Background: an optimization exercise with open tools, aiming at small area. Do not read the settings as production practice.
In this exercise RTL edits were held to simulation tests only and were not proved equivalent to the original.
The clock port is modelled as an ideal driver; clocking choices that lean on that would not hold on a real chip.
Power and IR drop assume default switching activity.

// OFDM_Symbol_Sync
module OFDM_Symbol_Sync #(
    THRESHOLD=100,
    OFDM_SYMBOL_LENGTH=64
) (
    output wire        sample_clock_reset,
    input  wire        clock_clk,
    input  wire        reset_reset,
    input  wire signed [31:0] asi_in0_data,
    input  wire        asi_in0_valid,
    output reg  [31:0] aso_out0_data,
    output reg         aso_out0_valid,
    output wire        aso_out0_endofpacket,
    output reg         aso_out0_startofpacket,
    output wire        pre_sampling
);
export LEC_CHECK = 0
export CAP_MARGIN = 20
export CORE_MARGIN = 2
export CORE_UTILIZATION = 40
export CTS_BUF_LIST = sky130_fd_sc_hd__clkbuf_8
export PLACE_DENSITY = 0.6
export SLEW_MARGIN = 20
create_clock -name core_clock -period 5.5 [get_ports {clock_clk}]
standard.sh (not shown) runs the stock make flow with config.mk's settings and CLKGATE_MAP_FILE= SYNTH_SCRIPT=/design/flow/synth_recipe.tcl, a recipe that flattens the netlist after the stock synthesis.
==> flow/flow/run.sh <==
#!/bin/bash
set -euo pipefail
export SYNTH_ARGS="-noabc"
export BUFFER_PORTS_ARGS="-buffer_cell sky130_fd_sc_hd__buf_1"
export CTS_ARGS="-sink_clustering_enable -repair_clock_nets -dont_use_dummy_load -buf_list sky130_fd_sc_hd__clkbuf_4 -root_buf sky130_fd_sc_hd__clkbuf_8"
export POST_CTS_TCL="$(pwd)/flow/post_cts.tcl"
bash standard.sh > standard_flow.log 2>&1
==> flow/flow/post_cts.tcl <==
# After clock tree synthesis: a clkbuf_4 leaf buffer that drives many
# flip-flops gives them too slow a clock edge, so upsize those to clkbuf_8.
set upsized 0
foreach inst [get_cells -filter "ref_name == sky130_fd_sc_hd__clkbuf_4"] {
  set out [get_pins -of_objects $inst -filter "direction == output"]
  set net [get_nets -of_objects $out]
  set loads [llength [get_pins -of_objects $net -filter "direction == input"]]
  if { $loads >= 12 } {
    replace_cell $inst sky130_fd_sc_hd__clkbuf_8
    incr upsized
  }
}
puts "post_cts: upsized $upsized clock buffers"
if { $upsized > 0 } {
  detailed_placement
  estimate_parasitics -placement
}
The baseline completed with no timing, DRC or antenna violations.
Change:
--- a/flow/flow/post_cts.tcl
+++ b/flow/flow/post_cts.tcl
@@ -7,3 +7,3 @@
   set loads [llength [get_pins -of_objects $net -filter "direction == input"]]
-  if { $loads >= 12 } {
+  if { $loads >= 11 } {
     replace_cell $inst sky130_fd_sc_hd__clkbuf_8
Settings changed: CORE_UTILIZATION 40 to 60, PLACE_DENSITY 0.6 to 0.7.
=> The changed run passed the timing, DRC and antenna checks; via count decreases slightly; cell area decreases slightly; non-clock buffer count decreases by 6; register-to-register slack is better by 0.04 ns; total power stays flat; critical path depth increases by 1; synthesized cell count stays the same; final cell count decreases by roughly a tenth; worst setup slack is better by 0.044 ns.
Change:
==> flow/flow/run.sh (replaced) <==
#!/bin/bash
set -euo pipefail
export SYNTH_ARGS="-noabc"
export BUFFER_PORTS_ARGS="-buffer_cell sky130_fd_sc_hd__buf_1"
export CTS_ARGS="-sink_clustering_enable -repair_clock_nets -dont_use_dummy_load -buf_list {sky130_fd_sc_hd__clkbuf_4 sky130_fd_sc_hd__clkbuf_8} -root_buf sky130_fd_sc_hd__clkbuf_8"
bash standard.sh > standard_flow.log 2>&1
Settings changed: CORE_UTILIZATION 60 to 40, PLACE_DENSITY 0.7 to 0.6.
removed: flow/flow/post_cts.tcl
Result:
- cell count goes up by 11%
- design area rose by 2.3%
- power went up by 2.6%
- worst hold slack improved by 0.013 ns
- utilization came out lower by 20 points
- non-clock buffer count goes up by 6
- clock-buffer cell count is unchanged
Change:
==> flow/flow/run.sh (replaced) <==
#!/bin/bash
set -euo pipefail
export SYNTH_ARGS="-noabc"
export BUFFER_PORTS_ARGS="-buffer_cell sky130_fd_sc_hd__buf_1"
export CTS_ARGS="-sink_clustering_enable -repair_clock_nets -dont_use_dummy_load -buf_list sky130_fd_sc_hd__clkbuf_4 -root_buf sky130_fd_sc_hd__clkbuf_8"
export POST_CTS_TCL="$(pwd)/flow/post_cts.tcl"
bash standard.sh > standard_flow.log 2>&1
==> flow/flow/post_cts.tcl (new file) <==
# After clock tree synthesis: a clkbuf_4 leaf buffer that drives many
# flip-flops gives them too slow a clock edge, so upsize those to clkbuf_8.
set upsized 0
foreach inst [get_cells -filter "ref_name == sky130_fd_sc_hd__clkbuf_4"] {
  set out [get_pins -of_objects $inst -filter "direction == output"]
  set net [get_nets -of_objects $out]
  set loads [llength [get_pins -of_objects $net -filter "direction == input"]]
  if { $loads >= 11 } {
    replace_cell $inst sky130_fd_sc_hd__clkbuf_8
    incr upsized
  }
}
puts "post_cts: upsized $upsized clock buffers"
if { $upsized > 0 } {
  detailed_placement
  estimate_parasitics -placement
}
Settings changed: CORE_UTILIZATION 40 to 75, GPL_ROUTABILITY_DRIVEN from default to 0, GPL_TIMING_DRIVEN from default to 0, PLACE_DENSITY 0.6 to 0.85.
=> Wire length rose by about 2.7%; via count rises by 4.7%; flip-flop and latch count is unchanged; count of clock-buffer cells in the layout is unchanged; total power hardly moves; setup slack got worse by 0.13 ns; cell area shrinks by 2.0%.
Change:
Settings changed: CORE_UTILIZATION 75 to 40, GPL_ROUTABILITY_DRIVEN 0 to default, GPL_TIMING_DRIVEN 0 to default, PLACE_DENSITY 0.85 to 0.6.
What happened:
- wire length goes down by a few percent
- non-clock buffer count drops by 2
- sequential power stays flat
- combinational power decreases by a few percent
- flip-flop and latch count stays the same
- clock-buffer cell count stays the same
- die area went up by well over a third
Change:
Settings changed: CORE_UTILIZATION 40 to 75, PLACE_DENSITY 0.6 to 0.85.
Register-to-register slack gets worse by 0.02 ns.
Clock-buffer cell count stays the same.
Power barely changes.
Non-clock buffer count decreases by 3.
Worst setup slack got worse by 0.017 ns.
Design area came out lower by about 2.4%.
Fmax decreases by 0.33%.
Wire length goes down by about 1.3%.

* * *

OFDM_Symbol_Sync, a different RTL version from the one above (not shown whole).
Size in the first run: roughly 710 cells after synthesis, roughly 72 I/O pins, roughly 0.0086 mm2 of cells after synthesis.
Settings: LEC_CHECK=0, CAP_MARGIN=20, CORE_MARGIN=2, CORE_UTILIZATION=40, CTS_BUF_LIST=sky130_fd_sc_hd__clkbuf_8, PLACE_DENSITY=0.6, SLEW_MARGIN=20; clock period 5.5 ns.
run.sh (not shown) runs the stock make flow with config.mk's settings and CLKGATE_MAP_FILE= SYNTH_SCRIPT=/design/flow/synth_recipe.tcl, a recipe that flattens the netlist after the stock synthesis.
Stock flow here: none of the scripts above is used.
The baseline finished clean.
Then changed:
==> flow/flow/run.sh (new file) <==
#!/bin/bash
set -euo pipefail
export BUFFER_PORTS_ARGS="-buffer_cell sky130_fd_sc_hd__buf_1"
bash standard.sh > standard_flow.log 2>&1
==> flow/standard.sh (new file) <==
#!/bin/bash
# synth_recipe.tcl (not shown) runs the flow's synth.tcl, then flattens the netlist and writes it again
# the make line also repeats each setting of config.mk as NAME=value (left out here)
make -C /OpenROAD-flow-scripts/flow DESIGN_CONFIG=/design/flow/config.mk WORK_HOME=/design/flow/orfs CLKGATE_MAP_FILE= SYNTH_SCRIPT=/design/flow/synth_recipe.tcl "${@:-finish}"
removed: flow/run.sh
Result: The changed run finished with timing, DRC and antenna clean. Final area goes down by 3.6%. Flip-flop and latch count does not change. Fmax increases by 2.4%. Power went up by about 3.6%. Utilization fell by 1.7 points. Synthesized cell count is unchanged. Register-to-register slack gets better by 0.12 ns.

* * *

## before
The RTL this note starts from:
==> flow/design.v <==
`timescale 1 ps / 1 ps
module ofdm_ss_rca #(parameter W = 8) (
    input  wire [W-1:0] a,
    input  wire [W-1:0] b,
    input  wire         ci,
    output wire [W-1:0] s,
    output wire         co
);
    wire [W:0] c;
    assign c[0] = ci;
    genvar k;
    generate for (k = 0; k < W; k = k + 1) begin : g
        assign s[k]   = a[k] ^ b[k] ^ c[k];
        assign c[k+1] = (a[k] & b[k]) | (c[k] & (a[k] ^ b[k]));
    end endgenerate
    assign co = c[W];
endmodule
module ofdm_ss_chan (
    input  wire        clk,
    input  wire        v,           
    input  wire [15:0] s,           
    input  wire        first,       
    input  wire        last,        
    input  wire        odd,         
    input  wire        count,       
    output wire        c512,        
    output wire        big          
);
    reg  [4:0] accL;
    reg  [7:0] accM, accH;
    reg        c5, c13;
    wire [4:0] nL;
    wire [7:0] nM, nH;
    wire       n5, n13, nc_unused;
    wire       keep = ~first | count;
    wire [15:0] sv = s & {16{v}};
    ofdm_ss_rca #(5) uL (.a(accL & {5{keep}}), .b(sv[4:0]),  .ci(count),     .s(nL), .co(n5));
    ofdm_ss_rca #(8) uM (.a(accM & {8{keep}}), .b(sv[12:5]), .ci(c5 & keep), .s(nM), .co(n13));
    ofdm_ss_rca #(8) uH (.a(accH & {8{keep}}), .b({{5{sv[15]}}, sv[15:13]}), .ci(c13 & keep),
                         .s(nH), .co(nc_unused));
    assign c512 = (&accM[3:0]) & c5;
    reg [15:0] m32;
    reg        cm0, cm8;
    reg  [16:0] p4;
    reg         pc;
    wire [16:0] pa = p4 & {17{~(odd & v)}};
    wire [16:0] pb = {sv[15], sv};
    wire [16:0] nP;
    wire        n9, np_unused;
    ofdm_ss_rca #(9) uP0 (.a(pa[8:0]),  .b(pb[8:0]),  .ci(1'b0), .s(nP[8:0]),  .co(n9));
    ofdm_ss_rca #(8) uP1 (.a(pa[16:9]), .b(pb[16:9]), .ci(pc & ~(odd & v)), .s(nP[16:9]),
                          .co(np_unused));
    always @(posedge clk) begin
        accL <= nL;
        accM <= nM;
        accH <= nH;
        c5   <= n5;
        c13  <= n13;
        p4   <= nP;
        pc   <= n9;
        if (v & last) begin
            m32 <= {nH, nM};
            cm0 <= n5;
            cm8 <= n13;
        end
    end
    wire [15:0] X = m32;
    wire [15:0] Y = p4[16:1];
    wire [7:0]  lo;
    wire        cl;
    ofdm_ss_rca #(8) uD0 (.a(X[7:0]), .b(~Y[7:0]), .ci(cm0), .s(lo), .co(cl));
    wire [8:0]  dh;
    ofdm_ss_rca #(9) uD1 (.a({X[15], X[15:8]}), .b(~{Y[15], Y[15:8]}), .ci(cm8), .s(dh), .co());
    wire a1 = &dh[8:1];
    wire z1 = ~|dh[8:1];
    wire dm2 = a1 & ~dh[0];
    wire dm1 = a1 &  dh[0];
    wire d0  = z1 & ~dh[0];
    wire dp1 = z1 &  dh[0];
    wire hz  = (pc == cl) ? d0  : (pc ? dp1 : dm1);
    wire hm1 = (pc == cl) ? dm1 : (pc ? d0  : dm2);
    wire le99  = ~lo[7] & ~(lo[6] & lo[5] & (lo[4] | lo[3] | lo[2]));
    wire ge155 = lo[7] & (lo[6] | lo[5] | (lo[4] & lo[3] & (lo[2] | (lo[1] & lo[0]))));
    assign big = ~((hz & le99) | (hm1 & ge155));
endmodule
module OFDM_Symbol_Sync #(
    THRESHOLD=100,
    OFDM_SYMBOL_LENGTH=64
) (
    output wire        sample_clock_reset,
    input  wire        clock_clk,
    input  wire        reset_reset,
    input  wire signed [31:0] asi_in0_data,
    input  wire        asi_in0_valid,
    output reg  [31:0] aso_out0_data,
    output reg         aso_out0_valid,
    output wire        aso_out0_endofpacket,
    output reg         aso_out0_startofpacket,
    output wire        pre_sampling
);
    wire [15:0] sI = asi_in0_data[15:0];
    wire [15:0] sR = asi_in0_data[31:16];
    wire v = asi_in0_valid;
    reg st_pkt, st_idle;
    wire st_srch = ~st_pkt & ~st_idle;
    reg [6:0] cnt;
    wire [4:0] idx = cnt[4:0];
    wire settd = cnt[5];
    wire bigR, bigI, c512;
    wire vs = v & st_srch;
    ofdm_ss_chan chR (.clk(clock_clk), .v(vs), .s(sR), .first(idx == 5'd0),
                      .last(idx == 5'd30), .odd(idx[0]), .count(st_idle), .c512(c512),
                      .big(bigR));
    ofdm_ss_chan chI (.clk(clock_clk), .v(vs), .s(sI), .first(idx == 5'd0),
                      .last(idx == 5'd30), .odd(idx[0]), .count(1'b0), .c512(),
                      .big(bigI));
    reg flag;
    always @(posedge clock_clk)
        if (v & idx[0])
            flag <= bigR | bigI;
    wire detect = st_srch & v & idx[0] & flag & settd;
    wire pkt_end  = st_pkt & v & cnt[6];
    wire idle_end = st_idle & c512;
    wire cnt_clr  = detect | pkt_end | idle_end;
    wire [7:0] cc;
    assign cc[0] = v;
    genvar k;
    generate for (k = 0; k < 7; k = k + 1) begin : g_cnt
        assign cc[k+1] = cc[k] & cnt[k];
    end endgenerate
    wire [6:0] cnt_up = cnt ^ cc[6:0];
    wire [15:0] orR, orI;
    assign orR[0] = 1'b0;
    assign orI[0] = 1'b0;
    assign orR[1] = sR[0];
    assign orI[1] = sI[0];
    generate for (k = 2; k < 16; k = k + 1) begin : g_neg
        assign orR[k] = orR[k-2] | sR[k-2] | sR[k-1];
        assign orI[k] = orI[k-2] | sI[k-2] | sI[k-1];
    end endgenerate
    always @(posedge clock_clk or posedge reset_reset) begin
        if (reset_reset) begin
            st_pkt <= 1'b0;
            st_idle <= 1'b0;
            cnt <= 7'd0;
            aso_out0_data <= 32'd0;
            aso_out0_valid <= 1'b0;
            aso_out0_startofpacket <= 1'b0;
        end else begin
            if (cnt_clr)
                cnt <= 7'd0;
            else if (st_srch) begin
                cnt[4:0] <= cnt_up[4:0];
                cnt[5] <= cnt[5] | cc[5];
            end else
                cnt <= cnt_up;
            if (detect) st_pkt <= 1'b1;
            else if (pkt_end) st_pkt <= 1'b0;
            if (pkt_end) st_idle <= 1'b1;
            else if (idle_end) st_idle <= 1'b0;
            if (st_pkt & v)
                aso_out0_data <= {sR ^ orR, sI ^ orI};
            aso_out0_valid <= detect | (st_pkt & ~aso_out0_valid & v & ~cnt[6]);
            aso_out0_startofpacket <= detect | (st_pkt & v & ~|cnt[6:0]);
        end
    end
    assign aso_out0_endofpacket = st_pkt & cnt[6];
    assign pre_sampling = ~st_pkt;
    assign sample_clock_reset = 1'b0;
endmodule
export LEC_CHECK = 0
export CAP_MARGIN = 20
export CORE_MARGIN = 2
export CORE_UTILIZATION = 80
export CTS_BUF_LIST = sky130_fd_sc_hd__clkbuf_8
export PLACE_DENSITY = 0.9
export SLEW_MARGIN = 20
create_clock -name core_clock -period 5.5 [get_ports {clock_clk}]
standard.sh (not shown) runs the stock make flow with config.mk's settings and CLKGATE_MAP_FILE= SYNTH_SCRIPT=/design/flow/synth_recipe.tcl, a recipe that flattens the netlist after the stock synthesis.
==> flow/flow/run.sh <==
#!/bin/bash
set -euo pipefail
export SYNTH_ARGS="-noabc"
export BUFFER_PORTS_ARGS="-buffer_cell sky130_fd_sc_hd__buf_1"
export CTS_ARGS="-sink_clustering_enable -repair_clock_nets -dont_use_dummy_load -buf_list sky130_fd_sc_hd__clkbuf_4 -root_buf sky130_fd_sc_hd__clkbuf_8"
export POST_CTS_TCL="$(pwd)/flow/post_cts.tcl"
bash standard.sh > standard_flow.log 2>&1
==> flow/flow/post_cts.tcl <==
# After clock tree synthesis: a clkbuf_4 leaf buffer that drives many
# flip-flops gives them too slow a clock edge, so upsize those to clkbuf_8.
set upsized 0
foreach inst [get_cells -filter "ref_name == sky130_fd_sc_hd__clkbuf_4"] {
  set out [get_pins -of_objects $inst -filter "direction == output"]
  set net [get_nets -of_objects $out]
  set loads [llength [get_pins -of_objects $net -filter "direction == input"]]
  if { $loads >= 11 } {
    replace_cell $inst sky130_fd_sc_hd__clkbuf_8
    incr upsized
  }
}
puts "post_cts: upsized $upsized clock buffers"
if { $upsized > 0 } {
  detailed_placement
  estimate_parasitics -placement
}
before ended with every stage complete and zero timing, DRC or antenna violations.
Here is what was changed in the inputs of after compared with before.
-- flow/flow/post_cts.tcl --
<<< before, line 8
  if { $loads >= 11 } {
>>> after, line 8
  if { $loads >= 12 } {
-- flow/config.mk --
<<< before, line 10
export CORE_UTILIZATION = 80
>>> after, line 10
export CORE_UTILIZATION = 75
<<< before, line 12
export PLACE_DENSITY = 0.9
>>> after, line 12
export PLACE_DENSITY = 0.85
Diff before -> after: relative contribution of sequential cells to total power now sits higher, number of global-route vias before repair now sits lower, detailed-routing iteration count for the pre-antenna-repair pass now sits lower, cell count now sits higher.

re-timing with driven ports:
In the flow no input, the clock included, has a driving cell. The finished layouts below were timed again as built, in two steps.
Step 1 (the two cells are an assumption about what drives the block):
set clk [get_ports {clock_clk}]
set_driving_cell -lib_cell sky130_fd_sc_hd__clkbuf_16 $clk
set_driving_cell -lib_cell sky130_fd_sc_hd__buf_2 [delete_from_list [all_inputs] $clk]
Step 2, shift: input delay + t, output delay - t, t = (earliest + latest rising clock arrival at the registers) / 2. This alone moves slack from input paths to output paths.
Slacks: no drivers / after step 1 / after step 2; pairs: no drivers / after step 1.
| run | t, ns | setup slack, ns | latest minus earliest clock arrival (ns) | worst register clock-pin slew, ns |
|---|---|---|---|---|
| the first run of note 1 | 0.460 | 0.236 / 0.236 / -0.089 | 0.040 / 0.039 | 0.12 / 0.12 |
| the second run of note 1 | 0.479 | 0.280 / 0.280 / -0.067 | 0.040 / 0.040 | 0.11 / 0.11 |
| the third run of note 1 | 0.478 | 0.216 / 0.216 / -0.090 | 0.026 / 0.026 | 0.09 / 0.09 |
| the fourth run of note 1 | 0.474 | 0.083 / 0.097 / -0.376 | 0.035 / 0.035 | 0.11 / 0.11 |
| the fifth run of note 1 | 0.470 | 0.236 / 0.236 / -0.116 | 0.033 / 0.033 | 0.10 / 0.10 |
| the sixth run of note 1 | 0.478 | 0.219 / 0.219 / -0.214 | 0.038 / 0.038 | 0.11 / 0.11 |
| the first run of note 2 | 0.490 | 0.498 / 0.498 / 0.128 | 0.014 / 0.014 | 0.09 / 0.09 |
| the second run of note 2 | 0.487 | 0.614 / 0.614 / 0.380 | 0.017 / 0.017 | 0.09 / 0.09 |
| before | 0.463 | 0.139 / 0.139 / -0.212 | 0.037 / 0.036 | 0.11 / 0.11 |
| after | 0.473 | 0.216 / 0.216 / -0.214 | 0.039 / 0.040 | 0.11 / 0.11 |
With both steps, setup timing fails in 8 of these runs, where it was met with ideal ports. For the fourth run of note 1, which loses most, drivers alone change the setup slack by +0.014 ns; drivers and shift together by -0.459 ns.
